What follows belongs to an exercise in optimizing a design on an open flow for small area, a short achievable clock period and few clock cycles per item; a production flow would make more cautious choices. At most, simulation tests tie the RTL to the original design; equivalence was not proved. Function not checked in runs 1 to 4: the RTL went through the layout flow alone. Power is estimated from default activity; no workload was simulated.

$ cat flow/design.v
module divider #(
    parameter WIDTH = 32
)(
    input  logic                   clk,
    input  logic                   rst_n,
    input  logic                   start,
    input  logic [WIDTH-1:0]       dividend,
    input  logic [WIDTH-1:0]       divisor,
    output logic [WIDTH-1:0]       quotient,
    output logic [WIDTH-1:0]       remainder,
    output logic                   done
);
    logic        busy;
    logic [3:0]  cnt;           
    logic [31:0] rem_reg;       
    logic [31:0] dq_reg;        
    logic [31:0] dsr_reg;       
    logic [4:0] msb;
    always_comb begin
        msb = 5'd0;
        for (int i = 1; i < 32; i++)
            if (divisor[i]) msb = i[4:0];
    end
    logic [4:0]  skip;
    assign skip = {msb[4:2], 2'b00};
    logic [63:0] pre;
    assign pre = {32'd0, dividend} << skip;
    logic [33:0] w;
    logic [34:0] d1, d2, d3;
    assign w  = {rem_reg, dq_reg[31:30]};
    assign d1 = {1'b0, w} - {3'b0, dsr_reg};
    assign d2 = {1'b0, w} - {2'b0, dsr_reg, 1'b0};
    logic [34:0] a3, nd, n2d, s3, cy3;
    assign a3  = {1'b0, w};
    assign nd  = ~{3'b0, dsr_reg};
    assign n2d = ~{2'b0, dsr_reg, 1'b0};
    assign s3  = a3 ^ nd ^ n2d;
    assign cy3 = (a3 & nd) | (a3 & n2d) | (nd & n2d);
    assign d3  = s3 - ~{cy3[33:0], 1'b1};
    logic        ge1, ge2, ge3;
    logic [1:0]  qd;
    logic [31:0] rnext;
    assign ge1 = ~d1[34];
    assign ge2 = ~d2[34];
    assign ge3 = ~d3[34];
    assign qd  = {ge2, ge3 | (ge1 & ~ge2)};
    assign rnext = ({32{ge3}}        & d3[31:0])
                 | ({32{ge2 & ~ge3}} & d2[31:0])
                 | ({32{ge1 & ~ge2}} & d1[31:0])
                 | ({32{~ge1}}       & w[31:0]);
    always_ff @(posedge clk or negedge rst_n) begin
        if (!rst_n) begin
            busy <= 1'b0;
            done <= 1'b0;
        end else begin
            done <= busy && cnt == 4'd0;
            if (start)
                busy <= 1'b1;
            else if (cnt == 4'd0)
                busy <= 1'b0;
        end
    end
    always_ff @(posedge clk) begin
        if (start) begin
            rem_reg  <= pre[63:32];
            dq_reg   <= pre[31:0];
            dsr_reg  <= divisor;
        end else if (busy) begin
            dq_reg  <= {dq_reg[29:0], qd};
            rem_reg <= rnext;
        end
    end
    always_ff @(posedge clk) begin
        if (start)
            cnt <= {~msb[4:2], 1'b1};
        else
            cnt <= cnt - 4'd1;
    end
    assign quotient  = dq_reg;
    assign remainder = rem_reg;
endmodule
$ cat flow/flow/run.sh
#!/bin/bash
# The standard layout, with each port buffered by a sky130 buf_1 instead of
# the buffer buffer_ports picks by default.
set -euo pipefail
export BUFFER_PORTS_ARGS="-buffer_cell sky130_fd_sc_hd__buf_1"
bash standard.sh > standard.log 2>&1
$ cat flow/standard.sh
#!/bin/bash
# synth_recipe.tcl (not shown) runs the flow's synth.tcl, then flattens the netlist and writes it again
# the make line also repeats each setting of config.mk as NAME=value (left out here)
make -C /OpenROAD-flow-scripts/flow DESIGN_CONFIG=/design/flow/config.mk WORK_HOME=/design/flow/orfs CLKGATE_MAP_FILE= SYNTH_SCRIPT=/design/flow/synth_recipe.tcl "${@:-finish}"
$ cat flow/config.mk
export PLATFORM = sky130hd
export DESIGN_NAME = divider
export DESIGN_NICKNAME = divider
export VERILOG_FILES = /design/flow/design.v
export SDC_FILE = /design/flow/constraint.sdc
export NUM_CORES = 4
export LEC_CHECK = 0
export CAP_MARGIN = 20
export CORE_MARGIN = 2
export CORE_UTILIZATION = 55
export PLACE_DENSITY = 0.8
export SETUP_SLACK_MARGIN = 1
export SLEW_MARGIN = 20
$ cat flow/constraint.sdc
create_clock -name core_clock -period 5.0 [get_ports {clk}]
set_input_delay 1.0000 -clock core_clock [delete_from_list [all_inputs] [get_ports {clk}]]
set_output_delay 1.0000 -clock core_clock [all_outputs]
set_load 0.01 [all_outputs]
==> run notes, run 1 <==
Core Box Area roughly 19000 um^2; fin crit share roughly 81%; syn nets 1394; gr ovfl total 0; CP endpoint kind register; Setup TNS Final 0 ns; Leak 5.40 nW; Crit path required time 5.19 ns; critical path depth in cells 14; most numerous cell in the Yosys netlist a21oi_1; cts bufs inserted 9; worst min path class reg -> reg; crit-path max FO 7; critical-path cell list fa_1 > ha_4 > a21oi_2 > o21ai_1 > a311o_1 > nor2b_2 > o311ai_4 > a31oi_4 > nand2b_4 > buf_8 > buf_4 > o221ai_2 > a21oi_1 > o22ai_1; Tmin final 4.04 ns; Antenna diodes 0; syn avg cell area 9.11 um^2; WL/cell 22.9 um; number of synthesis warnings 1; Worst Setup Path Type reg -> reg; top post-synthesis cells by area edfxtp_1, ha_1, a21oi_1; Clk pin slew, worst setup/hold paths ~0.080 ns; Cell Rows 51; R2R setup slack 0.96 ns; critical path's top delay family compound AO/OA/AOI/OAI gates; worst hold path startpoint cnt[0]; Worst Tran Pin Value approximately 0.9 ns; Buf/Inv on CP 2; GRT Overall Usage 34.9%; Vias 10980; worst r2r src rem_reg[8]; area of the die 20900 um^2; Data arrival, critical path 4.23 ns; WHS Path Cells 1; top-area cell type share of the netlist area 26.5%; Yosys top cell by area edfxtp_1; Final Net Count 1579; Hold EP cnt[0]; chip width 145 um; status no timing/DRC/antenna violations; startpoint types register; hold buffers post-CTS 0; post-synthesis cell type count 78; layout cells sized above 1 15.7%; Final GP Congestion 0.990; Commonest cells post-synth a21oi_1, nand2_1, ha_1; IO Count 132; sequential share of the synthesized area 27.7%; number of global-route vias before repair around 10000; Worst R2R End rem_reg[12]; f_max 0.247 GHz; RSZ-0062 raised after global routing true; initial drt markers 1389; Port Buffer Count 131; Setup violations, final 0; maximum level of the CTS H-tree 3; Post-DP Area 11700 um^2; Worst-Skew Late Latency 0.37 ns; global route hottest layer met2; Max-slew headroom between 40% and 50%; Final Cell Area about 13000 um^2; initial core utilization a little under three fifths; met3 usage 7.37%; Setup Skew 0.0105 ns; initial antenna violation count 1; drt pass-1 iters 6; clock sink total 102; Post-route DRC 0; routing usage on met2 53.4%; Synth-to-Final Area Change 19.9%; synthesized flop and latch total 102; Final Hold Viols 0; number of antenna-violating nets in the routed design 0; Cells after Synth 1194; VDD IR-drop max 268 uV; Post-Syn Area between 10000 and 15000 um^2; pin count of the biggest net entering global routing 45; GRT met1 Usage 47.0%; Cell Pwr Density 779 nW/um^2; die height between 100 and 150 um; vias per cell 6.66; Clock Tree Buf Depth 2; # Max-Cap Violations 0; final wirelength between 30000 and 40000 um; Post-synth EDFFs 96; CP peak stage delay 0.52 ns; count of pins over their slew limit 0; worst-path cell with the longest stage delay fa_1; DP HPWL 27300 um; Synth async-reset ratio 1.96%; reg2reg path depth 14; root buffer cell clkbuf_16; first-pass GRT wire length 55600 um; CTS tree built; Hold WS 0.401 ns; top_reg_cell synth edfxtp_1
[where the power goes]
group	switching (mW)	total (mW)	internal, mW
Sequential	0.294	1.52	1.22
Clock	0.366	0.788	0.422
Combinational	4.49	7.86	3.37
[routing by layer]
| layer | vias to the layer above | routed length (um) |
|---|---|---|
| li1 | 4886 | - |
| met1 | 5164 | 14600 |
| met2 | 784 | 16600 |
| met3 | 146 | 4500 |
| met4 | 0 | 2080 |
| met5 | - | 0 |
[repair_timing]
| action | 4_1_cts | 5_1_grt |
|---|---|---|
| endpoints found under the setup margin | 33 | 34 |
| gates cloned | 0 | 3 |
| pin swaps | 6 | 27 |
| gates resized for setup | 33 | 65 |
| buffers inserted | 20 | 40 |
[metrics by stage]
stage          instances  setup slack, ns  util [%]  power (mW)
4_1_cts             1606            0.982      63.5        9.08
3_3_place_gp        1570            0.316      60.2        7.77
6_report            1649            0.955      67.0        10.2
3_5_place_dp        1570            0.326      60.2        7.86
5_1_grt             1649            0.905      67.0        10.7
2_1_floorplan       1194             1.43         -        6.23
[logic make-up (layout without fill, tap and decap cells)]
| family | Yosys count | in the layout | synth area share, % |
|---|---|---|---|
| XOR/XNOR | 78 | 78 | 6.28 |
| adder cells (fa/ha/maj) | 133 | 133 | 17.6 |
| buffers and inverters | 105 | 294 | 4.20 |
| AND/OR/NAND/NOR | 311 | 311 | 13.4 |
| flip-flops | 102 | 102 | 27.7 |
| multiplexers | 47 | 47 | 4.77 |
| AO/OA/AOI/OAI | 418 | 419 | 26.0 |
[worst max-delay path by stage]
stage                        to  slack [ns]        start
finish              rem_reg[12]        0.96   rem_reg[8]
global route         rem_reg[1]        0.90  rem_reg[15]
CTS                  rem_reg[1]        0.98  dsr_reg[16]
detailed placement   rem_reg[4]        0.33  dsr_reg[20]
global placement     rem_reg[4]        0.32  dsr_reg[21]
floorplan            rem_reg[1]        1.43   rem_reg[9]
[final cells by class]
type / instances / area [um^2]
inverters: 62 / 235
repair buffers: 216 / 1260
flip-flops and latches: 102 / 3010
clock buffers: 12 / 289
clock inverters: 4 / 37.5
well taps: 265 / 332
fillers: 1541 / 6420
multi-input cells: 988 / 7880
[worst reg2reg max path: stages (launching register included)]
cell and delay, ns:
edfxtp_1 0.51, fa_1 0.52, ha_4 0.29, a21oi_2 0.18
o21ai_1 0.12, a311o_1 0.41, nor2b_2 0.20, o311ai_4 0.37
a31oi_4 0.26, nand2b_4 0.22, buf_8 0.15, buf_4 0.14
o221ai_2 0.21, a21oi_1 0.09, o22ai_1 0.20
[cells in the final DEF (no fill, tap or decap), drive strengths merged, types with 10 or more instances in the layout]
cell type  count
inv           65
o21bai        14
fa            34
mux2i         35
nand2        101
a211oi        14
a21oi        138
a21o          35
o21ai         62
edfxtp        96
a22oi         14
nor2b         17
o21a          12
xor2          28
buf          213
and2          10
xnor2         50
nor2          85
o2bb2ai       13
nor3          14
a221oi        23
a31oi         24
and3          14
nand2b        14
ha            99
nand3         24
clkbuf        15
==> run 2, diff against run 1 <==
--- a/flow/design.v
+++ b/flow/design.v
@@ -17,12 +17,35 @@
     logic [31:0] dsr_reg;       
-    logic [4:0] msb;
+    logic [7:0] nib_a, nib_d;
+    logic [2:0] na, nd;
     always_comb begin
-        msb = 5'd0;
-        for (int i = 1; i < 32; i++)
-            if (divisor[i]) msb = i[4:0];
+        for (int i = 0; i < 8; i++) begin
+            nib_a[i] = |dividend[4*i +: 4];
+            nib_d[i] = |divisor[4*i +: 4];
+        end
+        na[2] = |nib_a[7:4];
+        na[1] = na[2] ? |nib_a[7:6] : |nib_a[3:2];
+        na[0] = na[2] ? (na[1] ? nib_a[7] : nib_a[5]) : (na[1] ? nib_a[3] : nib_a[1]);
+        nd[2] = |nib_d[7:4];
+        nd[1] = nd[2] ? |nib_d[7:6] : |nib_d[3:2];
+        nd[0] = nd[2] ? (nd[1] ? nib_d[7] : nib_d[5]) : (nd[1] ? nib_d[3] : nib_d[1]);
     end
-    logic [4:0]  skip;
-    assign skip = {msb[4:2], 2'b00};
-    logic [63:0] pre;
-    assign pre = {32'd0, dividend} << skip;
+    logic [3:0] nsum;
+    logic       dz;
+    assign nsum = {1'b0, ~na} + {1'b0, nd};
+    assign dz   = ~|divisor;
+    logic [63:0] pre_sh, pre;
+    logic [3:0]  cnt_init;
+    assign pre_sh = {32'd0, dividend} << {nsum[2:0], 2'b00};
+    always_comb begin
+        if (dz) begin
+            pre      = {32'd0, dividend};
+            cnt_init = 4'd15;
+        end else if (nsum[3]) begin
+            pre      = {2'd0, dividend, 30'd0};
+            cnt_init = 4'd0;
+        end else begin
+            pre      = pre_sh;
+            cnt_init = {~nsum[2:0], 1'b1};    
+        end
+    end
     logic [33:0] w;
@@ -32,20 +55,17 @@
     assign d2 = {1'b0, w} - {2'b0, dsr_reg, 1'b0};
-    logic [34:0] a3, nd, n2d, s3, cy3;
+    logic [34:0] a3, nd3, n2d, s3, cy3;
     assign a3  = {1'b0, w};
-    assign nd  = ~{3'b0, dsr_reg};
+    assign nd3 = ~{3'b0, dsr_reg};
     assign n2d = ~{2'b0, dsr_reg, 1'b0};
-    assign s3  = a3 ^ nd ^ n2d;
-    assign cy3 = (a3 & nd) | (a3 & n2d) | (nd & n2d);
+    assign s3  = a3 ^ nd3 ^ n2d;
+    assign cy3 = (a3 & nd3) | (a3 & n2d) | (nd3 & n2d);
     assign d3  = s3 - ~{cy3[33:0], 1'b1};
-    logic        ge1, ge2, ge3;
     logic [1:0]  qd;
     logic [31:0] rnext;
-    assign ge1 = ~d1[34];
-    assign ge2 = ~d2[34];
-    assign ge3 = ~d3[34];
-    assign qd  = {ge2, ge3 | (ge1 & ~ge2)};
-    assign rnext = ({32{ge3}}        & d3[31:0])
-                 | ({32{ge2 & ~ge3}} & d2[31:0])
-                 | ({32{ge1 & ~ge2}} & d1[31:0])
-                 | ({32{~ge1}}       & w[31:0]);
+    always_comb begin
+        if (!d3[34])      begin qd = 2'd3; rnext = d3[31:0]; end
+        else if (!d2[34]) begin qd = 2'd2; rnext = d2[31:0]; end
+        else if (!d1[34]) begin qd = 2'd1; rnext = d1[31:0]; end
+        else              begin qd = 2'd0; rnext = w[31:0];  end
+    end
     always_ff @(posedge clk or negedge rst_n) begin
@@ -64,5 +84,5 @@
         if (start) begin
-            rem_reg  <= pre[63:32];
-            dq_reg   <= pre[31:0];
-            dsr_reg  <= divisor;
+            rem_reg <= pre[63:32];
+            dq_reg  <= pre[31:0];
+            dsr_reg <= divisor;
         end else if (busy) begin
@@ -74,3 +94,3 @@
         if (start)
-            cnt <= {~msb[4:2], 1'b1};
+            cnt <= cnt_init;
         else
--- a/flow/config.mk
+++ b/flow/config.mk
@@ -9,4 +9,3 @@
 export CORE_MARGIN = 2
-export CORE_UTILIZATION = 55
-export PLACE_DENSITY = 0.8
+export CORE_UTILIZATION = 40
 export SETUP_SLACK_MARGIN = 1
==> run notes, run 2 <==
Synth async-reset ratio 1.96% (unchanged); layout cells sized above 1 21.3% (was 15.7%); worst r2r src rem_reg[9] (was rem_reg[8]); Post-route DRC 0 (unchanged); # Max-Cap Violations 0 (unchanged); sequential share of the synthesized area 24.7% (was 27.7%); Cells after Synth 1456 (was 1194); Worst Setup Path Type in -> reg (was reg -> reg); final wirelength 48200 um (was 37800 um); Clk pin slew, worst setup/hold paths 0.08 ns (about the same); Setup violations, final 0 (unchanged); Cell Rows 63 (was 51); most used cell, CP buf_4; synthesized flop and latch total 102 (unchanged); WL/cell 23.3 um (was 22.9 um); CTS tree built (unchanged); first-pass GRT wire length 71600 um (was 55600 um); initial drt markers 1138 (was 1389); number of antenna-violating nets in the routed design 0 (unchanged); syn avg cell area 8.38 um^2 (was 9.11 um^2); DP HPWL 36800 um (was 27300 um); end of the critical path dq_reg[28] (was rem_reg[12]); Yosys top cell by area edfxtp_1 (unchanged); Cell Pwr Density 640 nW/um^2 (was 779 nW/um^2); root buffer cell clkbuf_16 (unchanged); Leak 6.41 nW (was 5.40 nW); vias per cell 6.15 (was 6.66); Post-synth EDFFs 96 (unchanged); Worst R2R End rem_reg[0] (was rem_reg[12]); CP peak stage delay 0.59 ns (was 0.52 ns); Max-slew headroom 27.3% (was 40.5%); syn nets 1660 (was 1394); die height 179 um (was 145 um); Hold WS 0.390 ns (was 0.401 ns); final worst setup slack 0.705 ns (was 0.955 ns); GRT Overall Usage 30.0% (was 34.9%); CP endpoint kind register (unchanged); fin crit share 85.9% (was 80.9%); drt pass-1 iters 6 (unchanged); post-synthesis cell type count 82 (was 78); most numerous cell in the Yosys netlist nand2_1 (was a21oi_1); clock sink total 102 (unchanged); commonest non-fill, non-tap cell in the layout nand2_1 (was buf_1); Synth-to-Final Area Change 26.8% (was 19.9%); chip width 179 um (was 145 um); number of global-route vias before repair 12224 (was 10095); Clock Tree Buf Depth 2 (unchanged); Post-Syn Area 12200 um^2 (was 10900 um^2); worst-path cell with the longest stage delay fa_2 (was fa_1); f_max 0.233 GHz (was 0.247 GHz); Setup TNS Final 0 ns (unchanged); status no timing/DRC/antenna violations (unchanged); cts bufs inserted 9 (unchanged); count of pins over their slew limit 0 (unchanged); RSZ-0062 raised after global routing true (unchanged); R2R setup slack 1.07 ns (was 0.96 ns); initial core utilization 40.9% (was 55.9%); Place WS 0.0780 ns (was 0.326 ns); Antenna diodes 0 (unchanged); Commonest cells post-synth nand2_1, nor2_1, a21oi_1 (was a21oi_1, nand2_1, ha_1); critical-path cell list buf_8 > nor4_4 > nand2_2 > a21oi_4 > o41ai_2 > a32o_2 > ha_4 > fa_2 > buf_4 > buf_6 > buf_16 > buf_4 > mux2i_4 > mux2i_2 > mux2_4 > a221oi_2 > nor2_1 (was fa_1 > ha_4 > a21oi_2 > o21ai_1 > a311o_1 > nor2b_2 > o311ai_4 > a31oi_4 > nand2b_4 > buf_8 > buf_4 > o221ai_2 > a21oi_1 > o22ai_1); total power 9.89 mW (was 10.2 mW); Data arrival, critical path 4.44 ns (was 4.23 ns); number of synthesis warnings 1 (unchanged); crit-path max FO 5 (was 7); top-area cell type share of the netlist area 23.6% (was 26.5%); top_reg_cell synth edfxtp_1 (unchanged); area of the die 31900 um^2 (was 20900 um^2); startpoint types primary input (was register); reg2reg path depth 13 (was 14); Final GP Congestion 1.02 (was 0.990); Worst Tran Pin Value 1.09 ns (was 0.892 ns); VDD IR-drop max 265 uV (was 268 uV); CP startpoint dividend[28] (was rem_reg[8]); Final Hold Viols 0 (unchanged); gr ovfl total 0 (unchanged); maximum level of the CTS H-tree 3 (unchanged); top post-synthesis cells by area edfxtp_1, ha_1, fa_1 (was edfxtp_1, ha_1, a21oi_1); IO Count 132 (unchanged); Worst-Skew Late Latency 0.39 ns (was 0.37 ns); pin count of the biggest net entering global routing 40 (was 45); Vias 12719 (was 10980); initial antenna violation count 0 (was 1); leading cell types in the layout, fill and taps excluded nand2_1, nor2_1, buf_4 (was buf_1, a21oi_1, nand2_1); Tmin final 4.30 ns (was 4.04 ns); Final Net Count 1876 (was 1579); Core Box Area 29800 um^2 (was 19500 um^2); Crit path required time 5.14 ns (was 5.19 ns); worst min path class in -> async (was reg -> reg); Setup Skew 0.0130 ns (was 0.0105 ns); Port Buffer Count 131 (unchanged)
run 2: changes by cell type after synthesis, sizes merged, moves of 15 or more:
cell and delta:
clkbuf +26, nand2 +38, nor2 +54, nor3 +19
o211ai +23, o21ai +31, o31ai +15
run 2: worst max-delay path: cells and delay by family:
family / cells / cell delay (ns)
AO/OA/AOI/OAI: 4 / 0.76
adder cells (fa/ha/maj): 2 / 0.77
AND/OR/NAND/NOR: 3 / 0.61
multiplexers: 3 / 0.66
buffers and inverters: 5 / 0.63
run 2: worst min path at each step:
| stage | endpoint | startpoint | depth (start not counted) |
|---|---|---|---|
| 2_1_floorplan | cnt[0] | cnt[0] | 1 |
| 3_3_place_gp | cnt[0] | cnt[0] | 1 |
| 3_5_place_dp | cnt[0] | cnt[0] | 1 |
| 4_1_cts | done | rst_n | 1 |
| 5_1_grt | done | rst_n | 1 |
| 6_report | done | rst_n | 1 |
run 2: cell families after synthesis:
group | synth area share (%)
AO/OA/AOI/OAI | 27.9
AND/OR/NAND/NOR | 16.4
buffers and inverters | 4.82
adder cells (fa/ha/maj) | 16.2
flip-flops | 24.7
XOR/XNOR | 5.10
multiplexers | 4.80
run 2: stage by stage:
stage / util, % / cell area, um^2 / cells
floorplan: - / 12300 / 1456
global placement: 45.6 / 13600 / 1984
detailed placement: 45.6 / 13600 / 1984
CTS: 49.2 / 14700 / 2033
global route: 51.9 / 15500 / 2067
finish: 51.9 / 15500 / 2067
run 2: repair_timing:
action                                 in CTS  in global routing
endpoints found under the hold margin       0                  0
setup endpoints to repair                  61                 64
gates cloned                                3                  1
pin swaps                                  59                 65
buffers inserted                           30                 33
gates resized for setup                   116                136
hold buffers                                0                  0
run 2: metal layers:
layer,global-route usage (%),up-vias,share of wire (%)
met5,0,-,0
met4,13.0,0,4.8
met3,5.33,111,7.6
met2,47.9,539,45
met1,39.6,6128,42
li1,-,5941,-
run 2: layout make-up:
| class | instances | area [um^2] |
|---|---|---|
| inverter | 75 | 282 |
| fill | 2830 | 14300 |
| clock buffer | 11 | 243 |
| tap | 390 | 488 |
| sequential | 102 | 3010 |
| multi-input combinational | 1208 | 9530 |
| clock inverter | 5 | 41.3 |
| timing repair buffer | 276 | 1870 |
run 2: where the power goes:
part	switching (mW)	leakage (nW)	internal (mW)
combinational	4.55	5.20	3.09
clock	0.375	0.143	0.359
sequential	0.290	1.07	1.23
==> run 3, diff against run 2 <==
==> flow/design.v (replaced) <==
module divider #(
    parameter WIDTH = 32
)(
    input  logic                   clk,
    input  logic                   rst_n,
    input  logic                   start,
    input  logic [WIDTH-1:0]       dividend,
    input  logic [WIDTH-1:0]       divisor,
    output logic [WIDTH-1:0]       quotient,
    output logic [WIDTH-1:0]       remainder,
    output logic                   done
);
    logic        busy;
    logic [3:0]  cnt;           
    logic [31:0] rem_reg;       
    logic [31:0] quo_reg;       
    logic [31:0] dsr_reg;       
    logic [15:0] pair_a, pair_d;
    logic [3:0]  pa, pd;
    always_comb begin
        for (int i = 0; i < 16; i++) begin
            pair_a[i] = dividend[2*i+1] | dividend[2*i];
            pair_d[i] = divisor[2*i+1]  | divisor[2*i];
        end
        pa[3] = |pair_a[15:8];
        pa[2] = pa[3] ? |pair_a[15:12] : |pair_a[7:4];
        pa[1] = pa[3] ? (pa[2] ? |pair_a[15:14] : |pair_a[11:10])
                      : (pa[2] ? |pair_a[7:6]   : |pair_a[3:2]);
        pa[0] = pa[3] ? (pa[2] ? (pa[1] ? pair_a[15] : pair_a[13]) : (pa[1] ? pair_a[11] : pair_a[9]))
                      : (pa[2] ? (pa[1] ? pair_a[7]  : pair_a[5])  : (pa[1] ? pair_a[3]  : pair_a[1]));
        pd[3] = |pair_d[15:8];
        pd[2] = pd[3] ? |pair_d[15:12] : |pair_d[7:4];
        pd[1] = pd[3] ? (pd[2] ? |pair_d[15:14] : |pair_d[11:10])
                      : (pd[2] ? |pair_d[7:6]   : |pair_d[3:2]);
        pd[0] = pd[3] ? (pd[2] ? (pd[1] ? pair_d[15] : pair_d[13]) : (pd[1] ? pair_d[11] : pair_d[9]))
                      : (pd[2] ? (pd[1] ? pair_d[7]  : pair_d[5])  : (pd[1] ? pair_d[3]  : pair_d[1]));
    end
    logic [4:0]  pdiff;
    logic [31:0] dsr_sh, dsr_init;
    logic [3:0]  cnt_init;
    logic        dz;
    assign pdiff    = {1'b0, pa} - {1'b0, pd};
    assign dz       = ~|divisor;
    assign dsr_sh   = divisor << {pdiff[3:0], 1'b0};
    assign dsr_init = pdiff[4] ? divisor : dsr_sh;
    assign cnt_init = dz ? 4'd15 : (pdiff[4] ? 4'd0 : pdiff[3:0]);
    logic [34:0] r, d1, d2, d3;
    assign r  = {3'b0, rem_reg};
    assign d1 = r - {3'b0, dsr_reg};
    assign d2 = r - {2'b0, dsr_reg, 1'b0};
    logic [34:0] nd, n2d, s3, cy3;
    assign nd  = ~{3'b0, dsr_reg};
    assign n2d = ~{2'b0, dsr_reg, 1'b0};
    assign s3  = r ^ nd ^ n2d;
    assign cy3 = (r & nd) | (r & n2d) | (nd & n2d);
    assign d3  = s3 - ~{cy3[33:0], 1'b1};
    logic        ge1, ge2, ge3;
    logic [1:0]  qd;
    logic [31:0] rnext;
    assign ge1 = ~d1[34];
    assign ge2 = ~d2[34];
    assign ge3 = ~d3[34];
    assign qd  = {ge2, ge3 | (ge1 & ~ge2)};
    assign rnext = ({32{ge3}}        & d3[31:0])
                 | ({32{ge2 & ~ge3}} & d2[31:0])
                 | ({32{ge1 & ~ge2}} & d1[31:0])
                 | ({32{~ge1}}       & rem_reg);
    always_ff @(posedge clk or negedge rst_n) begin
        if (!rst_n) begin
            busy <= 1'b0;
            done <= 1'b0;
        end else begin
            done <= busy && cnt == 4'd0;
            if (start)
                busy <= 1'b1;
            else if (cnt == 4'd0)
                busy <= 1'b0;
        end
    end
    always_ff @(posedge clk) begin
        if (start) begin
            rem_reg <= dividend;
            quo_reg <= 32'd0;
        end else if (busy) begin
            rem_reg <= rnext;
            quo_reg <= {quo_reg[29:0], qd};
        end
    end
    always_ff @(posedge clk) begin
        if (start) begin
            dsr_reg <= dsr_init;
            cnt     <= cnt_init;
        end else begin
            dsr_reg <= {2'b00, dsr_reg[31:2]};
            cnt     <= cnt - 4'd1;
        end
    end
    assign quotient  = quo_reg;
    assign remainder = rem_reg;
endmodule
==> run notes, run 3 <==
status no timing/DRC/antenna violations (unchanged); chip width 173 um (was 179 um); Post-Syn Area 11500 um^2 (was 12200 um^2); startpoint types primary input (unchanged); sequential share of the synthesized area 20.6% (was 24.7%); Post-synth EDFFs 32 (was 96); Yosys top cell by area dfxtp_1 (was edfxtp_1); most numerous cell in the Yosys netlist nor2_1 (was nand2_1); RSZ-0062 raised after global routing true (unchanged); Buf/Inv on CP 5 (unchanged); Tmin final 4.38 ns (was 4.30 ns); drt pass-1 iters 5 (was 6); Cell Rows 62 (was 63); cts bufs inserted 9 (unchanged); Commonest cells post-synth nor2_1, a21oi_1, nand2_1 (was nand2_1, nor2_1, a21oi_1); Setup violations, final 0 (unchanged); critical path depth in cells 22 (was 17); Final GP Congestion 0.955 (was 1.02); number of global-route vias before repair 11176 (was 12224); GRT Overall Usage 27.0% (was 30.0%); DP HPWL 31300 um (was 36800 um); Post-route DRC 0 (unchanged); number of synthesis warnings 1 (unchanged); CTS tree built (unchanged); Synth async-reset ratio 1.96% (unchanged); Clk pin slew, worst setup/hold paths 0.09 ns (was 0.08 ns); post-synthesis compound-gate area fraction 27.6% (was 27.9%); Leak 5.89 nW (was 6.41 nW); # Max-Cap Violations 0 (unchanged); Worst Setup Path Type in -> reg (unchanged); IO Count 132 (unchanged); syn avg cell area 8.35 um^2 (was 8.38 um^2); Worst-Skew Late Latency 0.38 ns (was 0.39 ns); VDD IR-drop max 332 uV (was 265 uV); Max-slew headroom 32.5% (was 27.3%); Antenna diodes 0 (unchanged); leading cell types in the layout, fill and taps excluded nor2_1, buf_1, a21oi_1 (was nand2_1, nor2_1, buf_4); vias per cell 5.98 (was 6.15); clock sink total 102 (unchanged); Synth-to-Final Area Change 23.9% (was 26.8%); pin count of the biggest net entering global routing 78 (was 40); largest family of logic cells by synthesized area compound AO/OA/AOI/OAI gates (unchanged); reg2reg path depth 17 (was 13); Cell Pwr Density 787 nW/um^2 (was 640 nW/um^2); f_max 0.228 GHz (was 0.233 GHz); Adder-Cell Fraction of Synth Area 16.8% (was 16.2%); Setup Skew 0.0154 ns (was 0.0130 ns); root buffer cell clkbuf_16 (unchanged); initial antenna violation count 1 (was 0); top-area cell type share of the netlist area 11.8% (was 23.6%); worst min path class in -> async (unchanged); Crit path required time 5.24 ns (was 5.14 ns); final worst setup slack 0.619 ns (was 0.705 ns); post-synthesis mux area share 6.80% (was 4.80%); initial core utilization 40.4% (was 40.9%); post-synthesis cell type count 89 (was 82); CP endpoint kind register (unchanged); number of antenna-violating nets in the routed design 0 (unchanged); layout cells sized above 1 18.5% (was 21.3%); initial drt markers 1184 (was 1138); CP peak stage delay 0.55 ns (was 0.59 ns); top post-synthesis cells by area dfxtp_1, ha_1, edfxtp_1 (was edfxtp_1, ha_1, fa_1); Cells after Synth 1376 (was 1456); critical path's top delay family simple AND/OR/NAND/NOR gates (was adder cells); R2R setup slack 1.08 ns (was 1.07 ns); most used cell, CP buf_6 (was buf_4); count of pins over their slew limit 0 (unchanged); Final Hold Viols 0 (unchanged); crit-path max FO 6 (was 5); gr ovfl total 0 (unchanged); xor and xnor fraction of the mapped netlist area 6.61% (was 5.10%); maximum level of the CTS H-tree 3 (unchanged); syn nets 1576 (was 1660); top_reg_cell synth dfxtp_1 (was edfxtp_1); simple logic cell fraction of the synthesized area 16.5% (was 16.4%); synthesized flop and latch total 102 (unchanged); total power 11.2 mW (was 9.89 mW); Final Net Count 1792 (was 1876); Data arrival, critical path 4.62 ns (was 4.44 ns); critical-path cell list buf_6 > or4_4 > nor4b_4 > a21oi_2 > nor2_1 > nor2_2 > nor3_2 > a21oi_1 > mux2i_1 > nor2_1 > a211oi_2 > buf_4 > ha_4 > inv_4 > maj3_2 > a21oi_4 > xor2_4 > buf_6 > buf_6 > nor3_1 > nor3_2 > a211oi_2 (was buf_8 > nor4_4 > nand2_2 > a21oi_4 > o41ai_2 > a32o_2 > ha_4 > fa_2 > buf_4 > buf_6 > buf_16 > buf_4 > mux2i_4 > mux2i_2 > mux2_4 > a221oi_2 > nor2_1); Setup TNS Final 0 ns (unchanged); Port Buffer Count 131 (unchanged); hold buffers post-CTS 0 (unchanged); Worst Tran Pin Value 1.01 ns (was 1.09 ns); die height 173 um (was 179 um); WL/cell 21.0 um (was 23.3 um); final wirelength 41600 um (was 48200 um); area of the die 30100 um^2 (was 31900 um^2); Clock Tree Buf Depth 2 (unchanged); fin crit share 87.6% (was 85.9%); Core Box Area 28500 um^2 (was 29800 um^2); worst-path cell with the longest stage delay or4_4 (was fa_2); Vias 11838 (was 12719); first-pass GRT wire length 63600 um (was 71600 um); Place WS 0.203 ns (was 0.0780 ns)
==> run 3: changes by cell type in the layout (fill, tap and decap cells not counted), moves of 11 or more <==
cell,before,now
buf_4,122,111
mux2i_1,21,46
o21ai_0,61,39
edfxtp_1,96,32
o211ai_1,31,16
dfxtp_1,4,66
a2bb2oi_1,0,17
a221oi_2,21,0
nand2_1,132,108
inv_1,70,54
buf_1,115,128
==> run 3: final cells by class <==
class	instances	area, um^2
fillers	2787	14200
clock inverters	7	88.8
flip-flops and latches	102	2380
well taps	384	480
multi-input cells	1146	9070
clock buffers	9	225
inverters	65	249
repair buffers	268	1740
==> run 3: cells by family after synthesis <==
group,after synthesis
AO/OA/AOI/OAI,458
XOR/XNOR,82
adder cells (fa/ha/maj),134
buffers and inverters,129
flip-flops,102
multiplexers,65
AND/OR/NAND/NOR,406
==> run 3: path summary, 6_finish.rpt <==
check,from,endpoint
setup / recovery,dividend[23],dsr_reg[17]
hold / removal,rst_n,done
setup reg to reg,dsr_reg[1],rem_reg[17]
hold reg to reg,cnt[0],cnt[0]
max in group asynchronous,rst_n,busy
min in group core_clock,cnt[0],cnt[0]
==> run 3: worst reg2reg max path, stage by stage (launching register included) <==
cell and delay [ns]:
dfxtp_2 0.39, inv_4 0.08, fa_1 0.43, inv_1 0.07
ha_2 0.20, inv_2 0.04, fa_2 0.40, a211oi_4 0.30
o21ai_2 0.12, a41oi_2 0.29, buf_4 0.18, o21bai_4 0.06
a21o_1 0.16, a21o_1 0.18, a31oi_1 0.17, xnor2_1 0.10
a222oi_1 0.27, a31oi_1 0.16
==> run 3: per-stage QoR <==
step	cell area (um^2)	std cells	utilization [%]	hold slack (ns)
after global placement	13000	1926	45.7	0.454
final	14200	1981	50.0	0.386
after floorplan	11600	1376	-	0.429
after CTS	13800	1967	48.6	0.382
after global routing	14200	1981	50.0	0.387
after detailed placement	13000	1926	45.7	0.458
==> run 3: metal layers <==
metal  routed length (um)  GRT usage (%)  up-vias
met2                18800           42.9      475
met4                 1470           10.4        2
met5                   13              0        -
met1                18300           36.9     5680
li1                     -              -     5594
met3                 2970           3.97       87
==> run 3: timing repair <==
item                                    CTS  global route
pin swaps                                22            31
setup buffers                            23            12
resized for setup                        74            68
endpoints found under the setup margin   68            66
cloned                                    2             2
==> run 3: power by group <==
group          total (mW)  internal (mW)  switching, mW
clock network       0.788          0.368          0.420
logic                8.94           3.82           5.12
registers            1.47           1.15          0.324
total                11.2           5.34           5.87
==> run 4, diff against run 3 <==
--- a/flow/design.v
+++ b/flow/design.v
@@ -17,22 +17,5 @@
     logic [31:0] dsr_reg;       
-    logic [15:0] pair_a, pair_d;
-    logic [3:0]  pa, pd;
-    always_comb begin
-        for (int i = 0; i < 16; i++) begin
-            pair_a[i] = dividend[2*i+1] | dividend[2*i];
-            pair_d[i] = divisor[2*i+1]  | divisor[2*i];
-        end
-        pa[3] = |pair_a[15:8];
-        pa[2] = pa[3] ? |pair_a[15:12] : |pair_a[7:4];
-        pa[1] = pa[3] ? (pa[2] ? |pair_a[15:14] : |pair_a[11:10])
-                      : (pa[2] ? |pair_a[7:6]   : |pair_a[3:2]);
-        pa[0] = pa[3] ? (pa[2] ? (pa[1] ? pair_a[15] : pair_a[13]) : (pa[1] ? pair_a[11] : pair_a[9]))
-                      : (pa[2] ? (pa[1] ? pair_a[7]  : pair_a[5])  : (pa[1] ? pair_a[3]  : pair_a[1]));
-        pd[3] = |pair_d[15:8];
-        pd[2] = pd[3] ? |pair_d[15:12] : |pair_d[7:4];
-        pd[1] = pd[3] ? (pd[2] ? |pair_d[15:14] : |pair_d[11:10])
-                      : (pd[2] ? |pair_d[7:6]   : |pair_d[3:2]);
-        pd[0] = pd[3] ? (pd[2] ? (pd[1] ? pair_d[15] : pair_d[13]) : (pd[1] ? pair_d[11] : pair_d[9]))
-                      : (pd[2] ? (pd[1] ? pair_d[7]  : pair_d[5])  : (pd[1] ? pair_d[3]  : pair_d[1]));
-    end
+    logic [3:0] pa, pd;
+    lead_pair u_lead_a (.x(dividend), .p(pa));
+    lead_pair u_lead_d (.x(divisor),  .p(pd));
     logic [4:0]  pdiff;
@@ -100 +83,18 @@
 endmodule
+module lead_pair (
+    input  logic [31:0] x,
+    output logic [3:0]  p
+);
+    logic [32:0] none;
+    always_comb begin
+        none[32] = 1'b1;
+        for (int i = 31; i >= 0; i--)
+            none[i] = ~|(x >> i);
+        for (int k = 0; k < 4; k++) begin
+            p[k] = 1'b0;
+            for (int b = 0; b < (32 >> (k + 2)); b++)
+                p[k] = p[k] | (none[(b + 1) << (k + 2)]
+                               & ~none[(b << (k + 2)) + (1 << (k + 1))]);
+        end
+    end
+endmodule
==> run notes, run 4 <==
pin count of the biggest net entering global routing 75 (was 78); crit-path max FO 13 (was 6); Vias 11895 (was 11838); Worst Tran Pin Value 0.945 ns (was 1.01 ns); critical path's top delay family adder cells (was simple AND/OR/NAND/NOR gates); Clk pin slew, worst setup/hold paths 0.08 ns (was 0.09 ns); Cell Pwr Density 832 nW/um^2 (was 787 nW/um^2); post-layout util 46.8% (was 50.0%); CP endpoint kind register (unchanged); number of global-route vias before repair 11048 (was 11176); Data arrival, critical path 4.44 ns (was 4.62 ns); VDD IR-drop max 348 uV (was 332 uV); chip width 175 um (was 173 um); routing usage on met2 40.6% (was 42.9%); status no timing/DRC/antenna violations (unchanged); number of antenna-violating nets in the routed design 0 (unchanged); clock sink total 102 (unchanged); critical-path cell list buf_1 > nor4_4 > buf_4 > o21ai_0 > nor4b_2 > o2111ai_2 > ha_2 > fa_2 > buf_6 > mux4_2 > a211oi_1 > o21ai_0 > o211ai_1 > o21ai_0 (was buf_6 > or4_4 > nor4b_4 > a21oi_2 > nor2_1 > nor2_2 > nor3_2 > a21oi_1 > mux2i_1 > nor2_1 > a211oi_2 > buf_4 > ha_4 > inv_4 > maj3_2 > a21oi_4 > xor2_4 > buf_6 > buf_6 > nor3_1 > nor3_2 > a211oi_2); post-synthesis cell type count 85 (was 89); area of the die 30700 um^2 (was 30100 um^2); Post-DP Area 12700 um^2 (was 13000 um^2); Synth async-reset ratio 1.96% (unchanged); maximum level of the CTS H-tree 3 (unchanged); WL/cell 20.7 um (was 21.0 um); CTS tree built (unchanged); Layout fillers 2869 (was 2787); Crit path required time 5.26 ns (was 5.24 ns); initial core utilization 40.7% (was 40.4%); initial drt markers 1232 (was 1184); Synth-to-Final Area Change 15.0% (was 23.9%); worst r2r src rem_reg[4] (was dsr_reg[1]); RSZ-0062 raised after global routing true (unchanged); Commonest cells post-synth a21oi_1, nor2_1, nand2_1 (was nor2_1, a21oi_1, nand2_1); initial antenna violation count 0 (was 1); worst min path class in -> async (unchanged); Post-synth EDFFs 32 (unchanged); CP startpoint divisor[31] (was dividend[23]); syn avg cell area 8.16 um^2 (was 8.35 um^2); Clock Tree Buf Depth 2 (unchanged); Cells after Synth 1436 (was 1376); f_max 0.239 GHz (was 0.228 GHz); first-pass GRT wire length 62300 um (was 63600 um); Place WS 0.111 ns (was 0.203 ns); startpoint types primary input (unchanged); top_reg_cell synth dfxtp_1 (unchanged); Max-slew headroom 36.0% (was 32.5%); layout cells sized above 1 10.3% (was 18.5%); Final Hold Viols 0 (unchanged); fin crit share 83.8% (was 87.6%); global route hottest layer met2 (unchanged); Post-Syn Area 11700 um^2 (was 11500 um^2); Worst-Skew Late Latency 0.38 ns (about the same); gr ovfl total 0 (unchanged); Buf/Inv on CP 3 (was 5); synthesized flop and latch total 102 (unchanged); DP HPWL 31300 um (about the same); area of the multi-input gates 9090 um^2 (was 9070 um^2); Setup violations, final 0 (unchanged); worst-path cell with the longest stage delay fa_2 (was or4_4); cts bufs inserted 9 (unchanged); FF+latch area 2370 um^2 (was 2380 um^2); Final GP Congestion 1.01 (was 0.955); hold buffers post-CTS 0 (unchanged); syn nets 1637 (was 1576); final worst setup slack 0.812 ns (was 0.619 ns); Worst Setup Path Type in -> reg (unchanged); number of synthesis warnings 2 (was 1); top post-synthesis cells by area dfxtp_1, ha_1, edfxtp_1 (unchanged); leading cell types in the layout, fill and taps excluded a21oi_1, buf_1, nor2_1 (was nor2_1, buf_1, a21oi_1); Cell Rows 62 (unchanged); met3 usage 2.24% (was 3.97%); commonest non-fill, non-tap cell in the layout a21oi_1; IO Count 132 (unchanged); GRT met1 Usage 37.5% (was 36.9%); Yosys top cell by area dfxtp_1 (unchanged); # Max-Cap Violations 0 (unchanged); top-area cell type share of the netlist area 11.6% (was 11.8%); most used cell, CP o21ai_0 (was buf_6); Final Cell Area 13500 um^2 (was 14200 um^2); Port Buffer Count 131 (unchanged); Antenna diodes 0 (unchanged); Tmin final 4.19 ns (was 4.38 ns); Setup Skew 0.0165 ns (was 0.0154 ns); Final Net Count 1764 (was 1792); sequential share of the synthesized area 20.2% (was 20.6%); most numerous cell in the Yosys netlist a21oi_1 (was nor2_1); total power 11.2 mW (about the same); Leak 5.46 nW (was 5.89 nW); Setup TNS Final 0 ns (unchanged); GRT Overall Usage 25.7% (was 27.0%); final wirelength 40400 um (was 41600 um); count of pins over their slew limit 0 (unchanged); vias per cell 6.09 (was 5.98); die height 175 um (was 173 um); Post-route DRC 0 (unchanged); root buffer cell clkbuf_16 (unchanged); CP peak stage delay 0.67 ns (was 0.55 ns); drt pass-1 iters 5 (unchanged); Core Box Area 28800 um^2 (was 28500 um^2)
-- run 4: worst paths after layout --
kind	to	slack, ns	cells past startpoint
setup / recovery	dsr_reg[21]	0.81	14
hold / removal	done	0.39	1
setup reg to reg	rem_reg[29]	0.99	12
hold reg to reg	cnt[0]	0.47	1
max in group asynchronous	busy	4.47	1
min in group core_clock	cnt[0]	0.47	1
-- run 4: cell families after synthesis --
family	count (synthesis)	synth area share (%)
mux	83	8.28
fa+ha+maj	134	16.5
flops	102	20.2
xor+xnor	88	6.58
simple gates	404	16.2
compound gates	485	27.3
buf+inv	140	4.81
-- run 4: layout make-up --
cell class	instances	share of cell area (%)
Inverter	69	1.97
Timing Repair Buffer	186	7.05
Clock inverter	7	0.696
Multi-Input combinational cell	1195	67.4
Clock buffer	9	1.67
Tap cell	384	3.57
Sequential cell	102	17.6
-- run 4: where the power goes --
part / internal [mW] / switching (mW)
Sequential: 1.14 / 0.367
Clock: 0.366 / 0.410
Combinational: 3.57 / 5.36
Total: 5.08 / 6.14
-- run 4: timing repair --
| action | in CTS | in global routing |
|---|---|---|
| gates cloned | 0 | 1 |
| resized for setup | 29 | 35 |
| endpoints found under the setup margin | 61 | 47 |
| pin swaps | 9 | 13 |
| buffers inserted | 4 | 23 |
-- run 4: per-stage QoR --
step,cells,hold WS [ns]
2_1_floorplan,1436,0.429
6_report,1952,0.393
3_5_place_dp,1908,0.457
4_1_cts,1928,0.384
5_1_grt,1952,0.396
3_3_place_gp,1908,0.452
-- run 4: per-layer routing --
metal,routed length [um],up-vias
met5,0,-
met3,2930,58
met1,18300,5724
li1,-,5627
met2,18200,486
met4,968,0
==> run 5, diff against run 4 <==
--- a/flow/design.v
+++ b/flow/design.v
@@ -17,14 +17,16 @@
     logic [31:0] dsr_reg;       
-    logic [3:0] pa, pd;
-    lead_pair u_lead_a (.x(dividend), .p(pa));
-    lead_pair u_lead_d (.x(divisor),  .p(pd));
-    logic [4:0]  pdiff;
-    logic [31:0] dsr_sh, dsr_init;
-    logic [3:0]  cnt_init;
-    logic        dz;
-    assign pdiff    = {1'b0, pa} - {1'b0, pd};
-    assign dz       = ~|divisor;
-    assign dsr_sh   = divisor << {pdiff[3:0], 1'b0};
-    assign dsr_init = pdiff[4] ? divisor : dsr_sh;
-    assign cnt_init = dz ? 4'd15 : (pdiff[4] ? 4'd0 : pdiff[3:0]);
+    logic [15:0] pair;
+    logic [3:0]  mpos;
+    always_comb begin
+        for (int i = 0; i < 16; i++)
+            pair[i] = divisor[2*i+1] | divisor[2*i];
+        mpos[3] = |pair[15:8];
+        mpos[2] = mpos[3] ? |pair[15:12] : |pair[7:4];
+        mpos[1] = mpos[3] ? (mpos[2] ? |pair[15:14] : |pair[11:10])
+                          : (mpos[2] ? |pair[7:6]   : |pair[3:2]);
+        mpos[0] = mpos[3] ? (mpos[2] ? (mpos[1] ? pair[15] : pair[13]) : (mpos[1] ? pair[11] : pair[9]))
+                          : (mpos[2] ? (mpos[1] ? pair[7]  : pair[5])  : (mpos[1] ? pair[3]  : pair[1]));
+    end
+    logic [31:0] dsr_init;
+    assign dsr_init = divisor << {~mpos, 1'b0};
     logic [34:0] r, d1, d2, d3;
@@ -74,3 +76,3 @@
             dsr_reg <= dsr_init;
-            cnt     <= cnt_init;
+            cnt     <= ~mpos;
         end else begin
@@ -83,18 +85 @@
 endmodule
-module lead_pair (
-    input  logic [31:0] x,
-    output logic [3:0]  p
-);
-    logic [32:0] none;
-    always_comb begin
-        none[32] = 1'b1;
-        for (int i = 31; i >= 0; i--)
-            none[i] = ~|(x >> i);
-        for (int k = 0; k < 4; k++) begin
-            p[k] = 1'b0;
-            for (int b = 0; b < (32 >> (k + 2)); b++)
-                p[k] = p[k] | (none[(b + 1) << (k + 2)]
-                               & ~none[(b << (k + 2)) + (1 << (k + 1))]);
-        end
-    end
-endmodule
==> run notes, run 5 <==
Worst Setup Path Type reg -> reg (was in -> reg); sequential share of the synthesized area 21.3% (was 20.2%); initial drt markers 963 (was 1232); Antenna diodes 0 (unchanged); final worst setup slack 1.10 ns (was 0.812 ns); cts bufs inserted 9 (unchanged); Crit path required time 5.12 ns (was 5.26 ns); worst min path class in -> async (unchanged); vias per cell 5.99 (was 6.09); DP HPWL 27900 um (was 31300 um); Cells after Synth 1333 (was 1436); chip width 171 um (was 175 um); pin count of the biggest net entering global routing 56 (was 75); commonest non-fill, non-tap cell in the layout buf_1 (was a21oi_1); xor and xnor fraction of the mapped netlist area 6.61% (was 6.58%); Layout fillers 2818 (was 2869); Adder-Cell Fraction of Synth Area 16.8% (was 16.5%); leading cell types in the layout, fill and taps excluded buf_1, nor2_1, a21oi_1 (was a21oi_1, buf_1, nor2_1); drt pass-1 iters 5 (unchanged); post-synthesis cell type count 82 (was 85); area of the die 29200 um^2 (was 30700 um^2); Setup Skew 0.0136 ns (was 0.0165 ns); status no timing/DRC/antenna violations (unchanged); most numerous cell in the Yosys netlist nor2_1 (was a21oi_1); Yosys top cell by area dfxtp_1 (unchanged); number of synthesis warnings 1 (was 2); Data arrival, critical path 4.01 ns (was 4.44 ns); Port Buffer Count 131 (unchanged); clock sink total 102 (unchanged); GRT Overall Usage 24.2% (was 25.7%); WL/cell 19.5 um (was 20.7 um); initial antenna violation count 0 (unchanged); Max-slew headroom 29.6% (was 36.0%); number of global-route vias before repair 10024 (was 11048); root buffer cell clkbuf_16 (unchanged); Worst Tran Pin Value 1.06 ns (was 0.945 ns); die height 171 um (was 175 um); startpoint types register (was primary input); Synth async-reset ratio 1.96% (unchanged); Post-Syn Area 11100 um^2 (was 11700 um^2); Post-route DRC 0 (unchanged); CP endpoint kind register (unchanged); post-synthesis compound-gate area fraction 28.8% (was 27.3%); largest family of logic cells by synthesized area compound AO/OA/AOI/OAI gates (unchanged); Final Cell Area 12700 um^2 (was 13500 um^2); fin crit share 77.9% (was 83.8%); layout cells sized above 1 8.61% (was 10.3%); f_max 0.257 GHz (was 0.239 GHz); top post-synthesis cells by area dfxtp_1, ha_1, edfxtp_1 (unchanged); Tmin final 3.90 ns (was 4.19 ns); maximum level of the CTS H-tree 3 (unchanged); VDD IR-drop max 276 uV (was 348 uV); post-synthesis mux area share 7.54% (was 8.28%); number of antenna-violating nets in the routed design 0 (unchanged); IO Count 132 (unchanged); Cell Pwr Density 729 nW/um^2 (was 832 nW/um^2); Final Hold Viols 0 (unchanged); Worst-Skew Late Latency 0.37 ns (was 0.38 ns); top-area cell type share of the netlist area 12.2% (was 11.6%); syn nets 1529 (was 1637); initial core utilization 40.3% (was 40.7%); Cell Rows 61 (was 62); CTS tree built (unchanged); Setup violations, final 0 (unchanged); Final Net Count 1654 (was 1764); # Max-Cap Violations 0 (unchanged); simple logic cell fraction of the synthesized area 14.3% (was 16.2%); RSZ-0062 raised after global routing true (unchanged); Clock Tree Buf Depth 2 (unchanged); Commonest cells post-synth nor2_1, a21oi_1, nand2_1 (was a21oi_1, nor2_1, nand2_1); Post-DP Area 12100 um^2 (was 12700 um^2); Post-synth EDFFs 32 (unchanged); Leak 5.18 nW (was 5.46 nW); synthesized flop and latch total 102 (unchanged); final wirelength 36000 um (was 40400 um); Setup TNS Final 0 ns (unchanged); syn avg cell area 8.35 um^2 (was 8.16 um^2); gr ovfl total 0 (unchanged); Core Box Area 27600 um^2 (was 28800 um^2); Final GP Congestion 0.977 (was 1.01); top_reg_cell synth dfxtp_1 (unchanged); Vias 11031 (was 11895); Synth-to-Final Area Change 13.8% (was 15.0%); count of pins over their slew limit 0 (unchanged); Clk pin slew, worst setup/hold paths 0.09 ns (was 0.08 ns); Place WS 0.590 ns (was 0.111 ns); first-pass GRT wire length 55700 um (was 62300 um); crit-path max FO 31 (was 13)
==> run 5: kinds of logic (layout without fill, tap and decap cells) <==
kind of cell,Yosys count,count (layout)
AO/OA/AOI/OAI,466,466
flip-flops,102,102
buffers and inverters,130,260
XOR/XNOR,84,84
adder cells (fa/ha/maj),129,129
AND/OR/NAND/NOR,340,340
multiplexers,82,82
==> run 5: where the power goes <==
part / switching [mW] / internal (mW) / total [mW]
combinational: 4.05 / 3.00 / 7.06
clock: 0.416 / 0.367 / 0.783
sequential: 0.290 / 1.11 / 1.40
==> run 5: final timing paths <==
path / startpoint / end / slack (ns) / cells after the start
max in group asynchronous: rst_n / busy / 4.48 / 1
min in group core_clock: cnt[0] / cnt[0] / 0.46 / 1
min reg2reg: cnt[0] / cnt[0] / 0.46 / 1
min: rst_n / done / 0.39 / 1
max reg2reg: rem_reg[3] / rem_reg[27] / 1.10 / 12
max: rem_reg[3] / rem_reg[27] / 1.10 / 12
==> run 5: per-stage QoR <==
| step | hold slack [ns] | std cells | total power [mW] | util (%) |
|---|---|---|---|---|
| after CTS | 0.384 | 1827 | 8.95 | 45.1 |
| after global routing | 0.396 | 1841 | 10.0 | 45.9 |
| after detailed placement | 0.454 | 1804 | 8.00 | 43.7 |
| final | 0.393 | 1841 | 9.24 | 45.9 |
| after global placement | 0.451 | 1804 | 7.96 | 43.7 |
| after floorplan | 0.429 | 1333 | 6.33 | - |
==> run 5: critical path, stage by stage (launching register included) <==
cell,delay [ns]
edfxtp_1,0.49
fa_1,0.55
ha_1,0.40
o21a_1,0.15
o31ai_2,0.09
a21oi_2,0.22
a221o_1,0.25
a22oi_2,0.11
o31ai_4,0.44
nor2_2,0.05
buf_4,0.26
a221oi_1,0.45
a2bb2oi_1,0.13
==> run 5: cell type report <==
cell class	count	area, um^2	area share (%)
clock inverters	7	91.3	0.721
repair buffers	178	848	6.69
clock buffers	9	225	1.78
well taps	378	473	3.73
multi-input cells	1101	8410	66.4
flip-flops and latches	102	2370	18.7
inverters	66	248	1.95
==> run 5: routing by layer <==
layer  global-route usage (%)  share of wire, %  vias to the layer above
met2                     37.5                44                      449
met3                     4.16               7.3                       56
met1                     34.2                46                     5239
met4                     7.89               2.8                        0
li1                         -                 -                     5287
met5                        0                 0                        -
==> run 5: timing repair <==
action                                  in CTS  in global routing
hold buffers                                 0                  0
pin swaps                                    4                  9
gates resized for setup                     10                 24
endpoints found under the setup margin      32                 41
buffers inserted                             7                 14
Testbench counts of run 5, summed over its fixed seeds: cycles 12,769, items 1,280.
==> run 6, diff against run 5 <==
--- a/flow/design.v
+++ b/flow/design.v
@@ -65,8 +65,14 @@
     always_ff @(posedge clk) begin
+        if (start)
+            quo_reg <= 32'd0;
+        else if (busy)
+            quo_reg <= {quo_reg[29:0], qd};
+    end
+    always_ff @(posedge clk) begin
         if (start) begin
             rem_reg <= dividend;
-            quo_reg <= 32'd0;
-        end else if (busy) begin
+            dsr_reg <= dsr_init;
+        end else begin
             rem_reg <= rnext;
-            quo_reg <= {quo_reg[29:0], qd};
+            dsr_reg <= (busy && cnt != 4'd0) ? {2'b00, dsr_reg[31:2]} : 32'd0;
         end
@@ -74,9 +80,6 @@
     always_ff @(posedge clk) begin
-        if (start) begin
-            dsr_reg <= dsr_init;
-            cnt     <= ~mpos;
-        end else begin
-            dsr_reg <= {2'b00, dsr_reg[31:2]};
-            cnt     <= cnt - 4'd1;
-        end
+        if (start)
+            cnt <= ~mpos;
+        else
+            cnt <= cnt - 4'd1;
     end
--- a/flow/config.mk
+++ b/flow/config.mk
@@ -10,3 +10,3 @@
 export CORE_UTILIZATION = 40
-export SETUP_SLACK_MARGIN = 1
+export SETUP_SLACK_MARGIN = 0.8
 export SLEW_MARGIN = 20
==> run notes, run 6 <==
status no timing/DRC/antenna violations (unchanged); Port Buffer Count 131 (unchanged); Cell Pwr Density 776 nW/um^2 (was 729 nW/um^2); Commonest cells post-synth nor2_1, a21oi_1, dfxtp_1, nand2_1, ha_1 (was nor2_1, a21oi_1, nand2_1); f_max 0.246 GHz (was 0.257 GHz); syn avg cell area 8.11 um^2 (was 8.35 um^2); Vias 10732 (was 11031); count of pins over their slew limit 0 (unchanged); chip width 167 um (was 171 um); Cells after Synth 1310 (was 1333); Final Net Count 1610 (was 1654); number of antenna-violating nets in the routed design 0 (unchanged); Synth-to-Final Area Change 10.8% (was 13.8%); Worst Setup Path Type reg -> reg (unchanged); Cell Rows 59 (was 61); CP startpoint dsr_reg[4] (was rem_reg[3]); crit-path max FO 34 (was 31); VDD IR-drop max 393 uV (was 276 uV); Antenna diodes 0 (unchanged); Post-Syn Area 10600 um^2 (was 11100 um^2); initial antenna violation count 0 (unchanged); leading cell types in the layout, fill and taps excluded buf_1, nor2_1, a21oi_1 (unchanged); cts bufs inserted 9 (unchanged); Post-DP Area 11400 um^2 (was 12100 um^2); Post-synth EDFFs 0 (was 32); CTS tree built (unchanged); Worst Tran Pin Value 0.952 ns (was 1.06 ns); WL/cell 19.9 um (was 19.5 um); Data arrival, critical path 4.37 ns (was 4.01 ns); Core Box Area 26100 um^2 (was 27600 um^2); layout cells sized above 1 5.14% (was 8.61%); synthesized flop and latch total 102 (unchanged); clock sink total 102 (unchanged); Clock Tree Buf Depth 2 (unchanged); Tmin final 4.07 ns (was 3.90 ns); # Max-Cap Violations 0 (unchanged); IO Count 132 (unchanged); worst-path cell with the longest stage delay or4_1 (was fa_1); Synth async-reset ratio 1.96% (unchanged); Setup Skew 0.0148 ns (was 0.0136 ns); Setup violations, final 0 (unchanged); GRT Overall Usage 24.4% (was 24.2%); Clk pin slew, worst setup/hold paths 0.09 ns (about the same); RSZ-0062 raised after global routing false (was true); Setup TNS Final 0 ns (unchanged); worst min path class in -> async (unchanged); final wirelength 34800 um (was 36000 um); maximum level of the CTS H-tree 3 (unchanged); startpoint types register (unchanged); area of the die 27900 um^2 (was 29200 um^2); Yosys top cell by area dfxtp_1 (unchanged); pin count of the biggest net entering global routing 37 (was 56); Final GP Congestion 0.931 (was 0.977); Final Cell Area 11800 um^2 (was 12700 um^2); first-pass GRT wire length 55300 um (was 55700 um); critical-path cell list inv_1 > ha_1 > a21oi_1 > o21ai_0 > o211ai_1 > a211oi_2 > o21ai_1 > o211a_1 > or2_1 > buf_4 > or4_1 > a41oi_1 (was fa_1 > ha_1 > o21a_1 > o31ai_2 > a21oi_2 > a221o_1 > a22oi_2 > o31ai_4 > nor2_2 > buf_4 > a221oi_1 > a2bb2oi_1); top post-synthesis cells by area dfxtp_1, ha_1, fa_1 (was dfxtp_1, ha_1, edfxtp_1); Final Hold Viols 0 (unchanged); vias per cell 6.12 (was 5.99); sequential share of the synthesized area 19.3% (was 21.3%); commonest non-fill, non-tap cell in the layout buf_1 (unchanged); post-synthesis cell type count 85 (was 82); most numerous cell in the Yosys netlist nor2_1 (unchanged); worst r2r src dsr_reg[4] (was rem_reg[3]); CP endpoint kind register (unchanged); Crit path required time 5.30 ns (was 5.12 ns); Leak 4.84 nW (was 5.18 nW); number of synthesis warnings 1 (unchanged); gr ovfl total 0 (unchanged); root buffer cell clkbuf_16 (unchanged); Hold WS 0.390 ns (was 0.393 ns); top_reg_cell synth dfxtp_1 (unchanged); number of global-route vias before repair 10060 (was 10024); initial core utilization 40.8% (was 40.3%); top-area cell type share of the netlist area 18.8% (was 12.2%); die height 167 um (was 171 um); fin crit share 81.4% (was 77.9%); Layout fillers 2715 (was 2818); R2R setup slack 0.93 ns (was 1.10 ns); DP HPWL 27200 um (was 27900 um); CP peak stage delay 0.55 ns (about the same); initial drt markers 993 (was 963); Worst-Skew Late Latency 0.37 ns (about the same); syn nets 1506 (was 1529); Max-slew headroom 36.6% (was 29.6%); Post-route DRC 0 (unchanged); drt pass-1 iters 7 (was 5)
## run 6: repair_timing
action / CTS / global route
pin swaps: 2 / 3
setup buffers: 0 / 3
gates resized for setup: 4 / 8
endpoints found under the setup margin: 28 / 43
hold buffers: 0 / 0
## run 6: power breakdown
| group | internal [mW] | switching, mW | leakage (nW) |
|---|---|---|---|
| Sequential | 1.01 | 0.350 | 0.853 |
| Combinational | 2.89 | 4.12 | 3.83 |
| Clock | 0.366 | 0.409 | 0.153 |
| Total | 4.27 | 4.87 | 4.84 |
## run 6: through the flow
stage	worst slack, ns	util [%]	total power [mW]	cells
floorplan	1.43	-	6.45	1310
global placement	0.596	43.7	8.10	1735
detailed placement	0.579	43.7	8.13	1735
CTS	0.810	45.0	8.97	1751
global route	0.813	45.2	9.96	1754
finish	0.930	45.2	9.14	1754
## run 6: routing by layer
metal,GRT usage [%],vias to the layer above,share of wire (%)
li1,-,5125,-
met1,34.6,5113,46
met2,38.7,431,45
met3,2.90,63,6.1
met4,7.50,0,2.9
met5,0,-,0
## run 6: cells by family after synthesis
family          Yosys count  synth area share, %
compound gates          443                 29.0
xor+xnor                 70                 5.77
fa+ha+maj               129                 17.6
buf+inv                 125                 4.73
flops                   102                 19.3
mux                      69                 6.74
simple gates            372                 16.9
## run 6: final timing paths
| kind | to | cells after the start |
|---|---|---|
| setup / recovery | rem_reg[21] | 12 |
| setup reg to reg | rem_reg[21] | 12 |
| max in group asynchronous | busy | 1 |
| hold / removal | done | 1 |
| min in group core_clock | dsr_reg[7] | 2 |
| hold reg to reg | dsr_reg[7] | 2 |
## run 6: worst max-delay path, delay by kind of cell, from the launching register on
kind	cells	cell delay (ns)
AND/OR/NAND/NOR	2	0.77
buffers and inverters	2	0.43
AO/OA/AOI/OAI	7	1.98
adder cells (fa/ha/maj)	1	0.41
flip-flops	1	0.40
## run 6: cell type report
class / count / area, um^2 / area share [%]
Clock inverter: 7 / 88.8 / 0.755
Tap cell: 335 / 419 / 3.56
Timing Repair Buffer: 144 / 594 / 5.05
Multi-Input combinational cell: 1083 / 8110 / 68.9
Sequential cell: 102 / 2050 / 17.4
Clock buffer: 9 / 225 / 1.91
Inverter: 74 / 278 / 2.36
Testbench counts of run 6, summed over its fixed seeds: cycles 12,769, items 1,280.
==> run 7, diff against run 6 <==
--- a/flow/config.mk
+++ b/flow/config.mk
@@ -10,3 +10,3 @@
 export CORE_UTILIZATION = 40
-export SETUP_SLACK_MARGIN = 0.8
+export SETUP_SLACK_MARGIN = 1
 export SLEW_MARGIN = 20
==> run notes, run 7 <==
status no timing/DRC/antenna violations (unchanged); sw power 4.91 mW (was 4.87 mW); Worst-Skew Late Latency 0.37 ns (about the same); initial antenna violation count 0 (unchanged); Place WS 0.579 ns (unchanged); crit-path max FO 34 (unchanged); most numerous cell in the Yosys netlist nor2_1 (unchanged); Comb pwr share 76.8% (was 76.6%); WL/cell 19.9 um (about the same); Cell Pwr Density 779 nW/um^2 (was 776 nW/um^2); Pint 4.31 mW (was 4.27 mW); Setup TNS Final 0 ns (unchanged); initial core utilization 40.8% (unchanged); critical-path cell list inv_1 > ha_1 > a21oi_1 > o21ai_0 > o211ai_1 > buf_4 > a211oi_4 > o21ai_2 > o211a_1 > or2_1 > buf_4 > or4_1 > a41oi_1 (was inv_1 > ha_1 > a21oi_1 > o21ai_0 > o211ai_1 > a211oi_2 > o21ai_1 > o211a_1 > or2_1 > buf_4 > or4_1 > a41oi_1); CP peak stage delay 0.55 ns (about the same); fin crit share 77.4% (was 81.4%); Clk pin slew, worst setup/hold paths 0.09 ns (about the same); number of antenna-violating nets in the routed design 0 (unchanged); post-synthesis cell type count 85 (unchanged); gr ovfl total 0 (unchanged); pin count of the biggest net entering global routing 37 (unchanged); top post-synthesis cells by area dfxtp_1, ha_1, fa_1 (unchanged); Port Buffer Count 131 (unchanged); Clock Tree Buf Depth 2 (unchanged); Layout fillers 2705 (was 2715); chip width 167 um (unchanged); VDD IR-drop max 390 uV (was 393 uV); area of the die 27900 um^2 (unchanged); Core Box Area 26100 um^2 (unchanged); vias per cell 6.08 (was 6.12); Yosys top cell by area dfxtp_1 (unchanged); Setup violations, final 0 (unchanged); switching share of power 53.2% (was 53.3%); Flop pwr share 14.8% (was 14.9%); Post-route DRC 0 (unchanged); Cell Rows 59 (unchanged); reg2reg path depth 13 (was 12); Final GP Congestion 0.931 (unchanged); hold buffers post-CTS 0 (unchanged); Crit path required time 5.30 ns (about the same); end of the critical path rem_reg[21] (unchanged); die height 167 um (unchanged); leading cell types in the layout, fill and taps excluded buf_1, nor2_1, a21oi_1 (unchanged); top-area cell type share of the netlist area 18.8% (unchanged); Post-synth EDFFs 0 (unchanged); Commonest cells post-synth nor2_1, a21oi_1, dfxtp_1, nand2_1, ha_1 (unchanged); critical path depth in cells 13 (was 12); root buffer cell clkbuf_16 (unchanged); clock share of power 8.4% (was 8.5%); worst r2r src dsr_reg[4] (unchanged); syn avg cell area 8.11 um^2 (unchanged); CP startpoint dsr_reg[4] (unchanged); CTS tree built (unchanged); number of synthesis warnings 1 (unchanged); Post-DP Area 11400 um^2 (unchanged); Final Net Count 1613 (was 1610); final worst setup slack 1.13 ns (was 0.930 ns); syn nets 1506 (unchanged); Worst Setup Path Type reg -> reg (unchanged); Setup Skew 0.0137 ns (was 0.0148 ns); first-pass GRT wire length 55500 um (was 55300 um); Worst R2R End rem_reg[21] (unchanged); critical path's top delay family compound AO/OA/AOI/OAI gates (unchanged); R2R setup slack 1.13 ns (was 0.93 ns); # Max-Cap Violations 0 (unchanged); IO Count 132 (unchanged); Synth async-reset ratio 1.96% (unchanged); synthesized flop and latch total 102 (unchanged); Synth-to-Final Area Change 11.5% (was 10.8%); cts bufs inserted 9 (unchanged); Final Hold Viols 0 (unchanged); Post-Syn Area 10600 um^2 (unchanged); clock sink total 102 (unchanged); sequential share of the synthesized area 19.3% (unchanged); Cells after Synth 1310 (unchanged); Data arrival, critical path 4.17 ns (was 4.37 ns); Worst Tran Pin Value 0.941 ns (was 0.952 ns); Final Cell Area 11800 um^2 (about the same); commonest non-fill, non-tap cell in the layout buf_1 (unchanged); maximum level of the CTS H-tree 3 (unchanged); top_reg_cell synth dfxtp_1 (unchanged); DP HPWL 27200 um (unchanged); most used cell, CP buf_4; f_max 0.258 GHz (was 0.246 GHz); initial drt markers 943 (was 993); Max-slew headroom 37.2% (was 36.6%); drt pass-1 iters 6 (was 7); Antenna diodes 0 (unchanged); CP endpoint kind register (unchanged); Leak 4.86 nW (was 4.84 nW); Vias 10678 (was 10732); final wirelength 34900 um (was 34800 um); Tmin final 3.87 ns (was 4.07 ns); number of global-route vias before repair 10141 (was 10060); GRT Overall Usage 24.5% (was 24.4%); count of pins over their slew limit 0 (unchanged); worst min path class in -> async (unchanged); worst-path cell with the longest stage delay or4_1 (unchanged); RSZ-0062 raised after global routing false (unchanged); startpoint types register (unchanged); Buf/Inv on CP 3 (was 2); layout cells sized above 1 5.70% (was 5.14%)
-- run 7: per-layer routing --
layer | part of all wire (%) | wire length [um] | vias up | track usage, %
met2 | 45 | 15500 | 431 | 38.8
met5 | 0 | 0 | - | 0
li1 | - | - | 5128 | -
met1 | 46 | 16100 | 5054 | 34.6
met4 | 3.1 | 1080 | 0 | 7.87
met3 | 6.2 | 2160 | 65 | 3.02
-- run 7: per-stage QoR --
step / std cells / util, % / hold slack, ns / total power [mW]
after floorplan: 1310 / - / 0.425 / 6.45
after global placement: 1735 / 43.7 / 0.440 / 8.10
after detailed placement: 1735 / 43.7 / 0.450 / 8.13
after CTS: 1755 / 45.2 / 0.382 / 9.04
after global routing: 1757 / 45.5 / 0.392 / 10.1
final: 1757 / 45.5 / 0.396 / 9.23
-- run 7: area by class of cell --
type | count | area [um^2] | share of cell area (%)
clock buffer | 9 | 225 | 1.90
clock inverter | 7 | 88.8 | 0.750
inverter | 74 | 278 | 2.35
multi-input combinational | 1083 | 8160 | 68.9
sequential | 102 | 2050 | 17.3
tap | 335 | 419 | 3.54
timing repair buffer | 147 | 621 | 5.24
-- run 7: worst reg2reg max path, cell delays in order, from the launching register on --
cell      delay, ns
dfxtp_1        0.40
inv_1          0.15
ha_1           0.40
a21oi_1        0.14
o21ai_0        0.30
o211ai_1       0.15
buf_4          0.18
a211oi_4       0.40
o21ai_2        0.17
o211a_1        0.26
or2_1          0.22
buf_4          0.28
or4_1          0.55
a41oi_1        0.20
-- run 7: power groups by stage --
| stage | sequential, mW | combinational, mW | clock, mW |
|---|---|---|---|
| after CTS | 1.37 | 6.88 | 0.796 |
| final | 1.37 | 7.09 | 0.772 |
| after global routing | 1.40 | 7.84 | 0.821 |
| after detailed placement | 1.39 | 6.75 | 0 |
| after global placement | 1.38 | 6.72 | 0 |
| after floorplan | 1.32 | 5.13 | 0 |
-- run 7: what timing repair did --
action,CTS,global route
gates resized for setup,10,13
buffers inserted,4,2
pin swaps,3,6
setup endpoints to repair,33,59
-- run 7: worst min path at each step --
stage	startpoint	to	slack (ns)	cells after the start
final	rst_n	done	0.40	1
after global routing	rst_n	busy	0.39	1
after CTS	rst_n	busy	0.38	1
after detailed placement	dsr_reg[9]	dsr_reg[7]	0.45	2
after global placement	dsr_reg[9]	dsr_reg[7]	0.44	2
after floorplan	dsr_reg[2]	dsr_reg[0]	0.43	2
-- run 7: kinds of logic after synthesis --
| family | synth area share [%] |
|---|---|
| and+or+nand+nor | 16.9 |
| AOI/OAI and AO/OA | 29.0 |
| buffers and inverters | 4.73 |
| muxes | 6.74 |
| xor gates and xnor gates | 5.77 |
| DFF | 19.3 |
| adders and majority gates | 17.6 |

Check on run 7: ideal ports give 1.131 ns setup slack; a clkbuf_16 on the clock port and buf_2 on the inputs give 1.131 ns; moving port delays by the midpoint clock arrival (0.407 ns) as well gives 0.811 ns.
